What follows belongs to an exercise in optimizing a design on an open flow for small area, a short achievable clock period and few clock cycles; a production flow would make more cautious choices.
Function was checked by simulation only, so behaviour that the tests miss may differ from the original.

== run A ==
Design kalman_fsm_3d, start of the top module:
module kalman_fsm_3d #(
    parameter DATA_WIDTH = 32,
    parameter K_SCALED = 137
)(
    input  wire clk,
    input  wire rst,
    input  wire start,
    input  wire signed [DATA_WIDTH-1:0] z_in_x,
    input  wire signed [DATA_WIDTH-1:0] z_in_y,
    input  wire signed [DATA_WIDTH-1:0] z_in_z,
    output reg signed [DATA_WIDTH-1:0] x_out_x,
    output reg signed [DATA_WIDTH-1:0] x_out_y,
    output reg signed [DATA_WIDTH-1:0] x_out_z,
    output reg done
);
==> flow/config.mk <==
export PLATFORM = sky130hd
export DESIGN_NAME = kalman_fsm_3d
export DESIGN_NICKNAME = kalman_fsm_3d
export VERILOG_FILES = /design/flow/design.v
export SDC_FILE = /design/flow/constraint.sdc
export NUM_CORES = 4
export LEC_CHECK = 0
export CAP_MARGIN = 20
export CORE_MARGIN = 2
export CORE_UTILIZATION = 40
export PLACE_DENSITY = 0.6
export SETUP_SLACK_MARGIN = 2
export SLEW_MARGIN = 20
==> flow/constraint.sdc <==
create_clock -name core_clock -period 10.0 [get_ports {clk}]
set_input_delay 2.0000 -clock core_clock [delete_from_list [all_inputs] [get_ports {clk}]]
set_output_delay 2.0000 -clock core_clock [all_outputs]
set_load 0.01 [all_outputs]
standard.sh (not shown) runs the stock make flow with config.mk's settings and CLKGATE_MAP_FILE= SYNTH_SCRIPT=/design/flow/synth_recipe.tcl, a recipe that flattens the netlist after the stock synthesis.
==> flow/flow/run.sh <==
#!/bin/bash
# The standard layout (the standard.sh: ORFS synthesis to finish, all
# settings from config.mk), except that the port buffers that global
# placement inserts on every input and output are the smallest buffer
# (buf_1) instead of the cell buffer_ports picks by default
# (clkdlybuf4s50_1, a delay cell).  Every port is still buffered.
# ORFS writes each tool's log under orfs/logs/; make's own output goes to
# standard.log here.
set -euo pipefail
export BUFFER_PORTS_ARGS="-buffer_cell sky130_fd_sc_hd__buf_1"
bash standard.sh > standard.log 2>&1
Run A closes out successfully: all stages finished, all timing, DRC and antenna checks passed.
Testbench counts of run A, summed over its fixed seeds: cycles 4,088.
diff inputs: run A => run B
# run A
export LEC_CHECK = 0
export CAP_MARGIN = 20
export CORE_MARGIN = 2
export CORE_UTILIZATION = 40
export PLACE_DENSITY = 0.6
export SETUP_SLACK_MARGIN = 2
export SLEW_MARGIN = 20
create_clock -name core_clock -period 10.0 [get_ports {clk}]
# run B
export LEC_CHECK = 0
export CAP_MARGIN = 20
export CORE_MARGIN = 2
export CORE_UTILIZATION = 40
export PLACE_DENSITY = 0.6
export SLEW_MARGIN = 20
create_clock -name core_clock -period 10.0 [get_ports {clk}]
==> flow/run.sh (new file) <==
#!/bin/bash
# synth_recipe.tcl (not shown) runs the flow's synth.tcl, then flattens the netlist and writes it again
# the make line also repeats each setting of config.mk as NAME=value (left out here)
make -C /OpenROAD-flow-scripts/flow DESIGN_CONFIG=/design/flow/config.mk WORK_HOME=/design/flow/orfs CLKGATE_MAP_FILE= SYNTH_SCRIPT=/design/flow/synth_recipe.tcl finish
removed: flow/flow/run.sh
removed: flow/standard.sh
Results
Per the final summary, run B finished and its layout is clean on timing, DRC and antenna.
Run A: PASS, flow complete, no timing, DRC or antenna violations
Delta (run B minus run A): post-layout minimum cycle time went up by 1070 ps, total global-route track usage saw little to no change.
Final HPWL from detailed placement essentially unchanged between run B and run A.
Run B against run A: initial standard-cell utilization of the core held; fraction of the core area covered by cells at the end of the flow now larger.
Wire length was higher in run A than in run B.
Inputs modified between run B and run C:
# run B
export LEC_CHECK = 0
export CAP_MARGIN = 20
export CORE_MARGIN = 2
export CORE_UTILIZATION = 40
export PLACE_DENSITY = 0.6
export SLEW_MARGIN = 20
create_clock -name core_clock -period 10.0 [get_ports {clk}]
# run C
export LEC_CHECK = 0
export CAP_MARGIN = 20
export CORE_MARGIN = 2
export CORE_UTILIZATION = 40
export PLACE_DENSITY = 0.6
export SETUP_SLACK_MARGIN = 4
export SLEW_MARGIN = 20
create_clock -name core_clock -period 10.0 [get_ports {clk}]
==> flow/flow/run.sh (new file) <==
#!/bin/bash
# The standard layout (the standard.sh: ORFS synthesis to finish, all
# settings from config.mk), except that the port buffers that global
# placement inserts on every input and output are the smallest buffer
# (buf_1) instead of the cell buffer_ports picks by default
# (clkdlybuf4s50_1, a delay cell).  Every port is still buffered.
# ORFS writes each tool's log under orfs/logs/; make's own output goes to
# standard.log here.
set -euo pipefail
export BUFFER_PORTS_ARGS="-buffer_cell sky130_fd_sc_hd__buf_1"
bash standard.sh > standard.log 2>&1
==> flow/standard.sh (new file) <==
#!/bin/bash
# synth_recipe.tcl (not shown) runs the flow's synth.tcl, then flattens the netlist and writes it again
# the make line also repeats each setting of config.mk as NAME=value (left out here)
make -C /OpenROAD-flow-scripts/flow DESIGN_CONFIG=/design/flow/config.mk WORK_HOME=/design/flow/orfs CLKGATE_MAP_FILE= SYNTH_SCRIPT=/design/flow/synth_recipe.tcl "${@:-finish}"
removed: flow/run.sh
==> run summary <==
On number of buffers added for setup after CTS: run C sits above run B. Highest achievable clock rate went up by more than 10% going from run B to run C. Flip-flop and latch share of the layout cell area: run C lower than run B. Run C: number of clock buffers in the layout 4 above run B. Delta (run C minus run B): number of violations reported at the end of detailed-routing iteration 0 moved down, via count of the routed design moved up. On area growth from synthesis to layout, the lower figure sits with run B, not run C. Compared with run B, run C shows time the final worst path needs with I/O delays and setup lower by 1100 ps.
Input-level comparison between run D and run C:
# run C
export LEC_CHECK = 0
export CAP_MARGIN = 20
export CORE_MARGIN = 2
export CORE_UTILIZATION = 40
export PLACE_DENSITY = 0.6
export SETUP_SLACK_MARGIN = 4
export SLEW_MARGIN = 20
create_clock -name core_clock -period 10.0 [get_ports {clk}]
# run D
export LEC_CHECK = 0
export CAP_MARGIN = 20
export CORE_MARGIN = 2
export CORE_UTILIZATION = 40
export PLACE_DENSITY = 0.6
export SETUP_SLACK_MARGIN = 3
export SLEW_MARGIN = 20
create_clock -name core_clock -period 10.0 [get_ports {clk}]
==> run summary <==
First-iteration DRC count improves in run D relative to run C.
[compare] base=run C new=run D: setup slack shrank by 38 ps, via count shrank by 251.
[inputs] run E vs run D
# run D
export LEC_CHECK = 0
export CAP_MARGIN = 20
export CORE_MARGIN = 2
export CORE_UTILIZATION = 40
export PLACE_DENSITY = 0.6
export SETUP_SLACK_MARGIN = 3
export SLEW_MARGIN = 20
create_clock -name core_clock -period 10.0 [get_ports {clk}]
# run E
export LEC_CHECK = 0
export CAP_MARGIN = 20
export CORE_MARGIN = 2
export CORE_UTILIZATION = 40
export PLACE_DENSITY = 0.5
export SETUP_SLACK_MARGIN = 2
export SLEW_MARGIN = 20
create_clock -name core_clock -period 10.0 [get_ports {clk}]
==> run summary <==
On maximum frequency, run D and run E are basically level.
Run E — global-route met2 utilization 3.3 points higher, run D as reference
From run D to run E the numbers moved as follows: reg2reg setup slack saw an increase.
Per the comparison of run E with run D, pin count of the biggest net entering global routing down 7; setup slack of the critical path after layout up 4.1 ps; detailed-route wire length up 370 um; clock buffer count down 3.
[inputs] run F vs run E
# run E
export LEC_CHECK = 0
export CAP_MARGIN = 20
export CORE_MARGIN = 2
export CORE_UTILIZATION = 40
export PLACE_DENSITY = 0.5
export SETUP_SLACK_MARGIN = 2
export SLEW_MARGIN = 20
create_clock -name core_clock -period 10.0 [get_ports {clk}]
# run F
export LEC_CHECK = 0
export CAP_MARGIN = 20
export CORE_MARGIN = 2
export CORE_UTILIZATION = 40
export CTS_BUF_LIST = sky130_fd_sc_hd__clkbuf_4 sky130_fd_sc_hd__clkbuf_8
export PLACE_DENSITY = 0.6
export SETUP_SLACK_MARGIN = 2
export SLEW_MARGIN = 20
create_clock -name core_clock -period 10.0 [get_ports {clk}]
### Flow results
- The hold slack of run F exceeds that of run E by 4.3 ps.
- On utilization after layout: between run F and run E, it ends up higher for run E.
- Run F ends up with lower average wire per cell in the routed design than run E does.

==> afterwards: timing with drivers on the ports <==
In the flow no input, the clock included, has a driving cell. The finished layouts below were timed again as built, in two steps.
Step 1 assumes that a clkbuf_16 drives the clock port and a buf_2 every other input.
Step 2, shift: input delay + t, output delay - t, t = (earliest + latest rising clock arrival at the registers) / 2. This alone moves slack from input paths to output paths.
Slacks: no drivers / after step 1 / after step 2; pairs: no drivers / after step 1.
run | t, ns | setup slack, ns | slew at the worst register clock pin (ns) | worst data-port slew with drivers (ns)
run A | 0.534 | 2.079 / 2.115 / 1.582 | 0.08 / 0.08 | 0.11
run B | 0.544 | 1.010 / 1.046 / 0.502 | 0.09 / 0.09 | 0.10
run C | 0.552 | 2.111 / 2.148 / 1.596 | 0.08 / 0.08 | 0.10
run D | 0.546 | 2.073 / 2.109 / 1.564 | 0.09 / 0.09 | 0.11
run E | 0.543 | 2.077 / 2.117 / 1.574 | 0.09 / 0.09 | 0.04
run F | 0.617 | 1.947 / 1.983 / 1.366 | 0.12 / 0.12 | 0.11
After both steps setup and hold are still met in every run listed. The setup slack of run F, which loses most, moves by +0.036 ns with the drivers and by -0.581 ns with both steps.
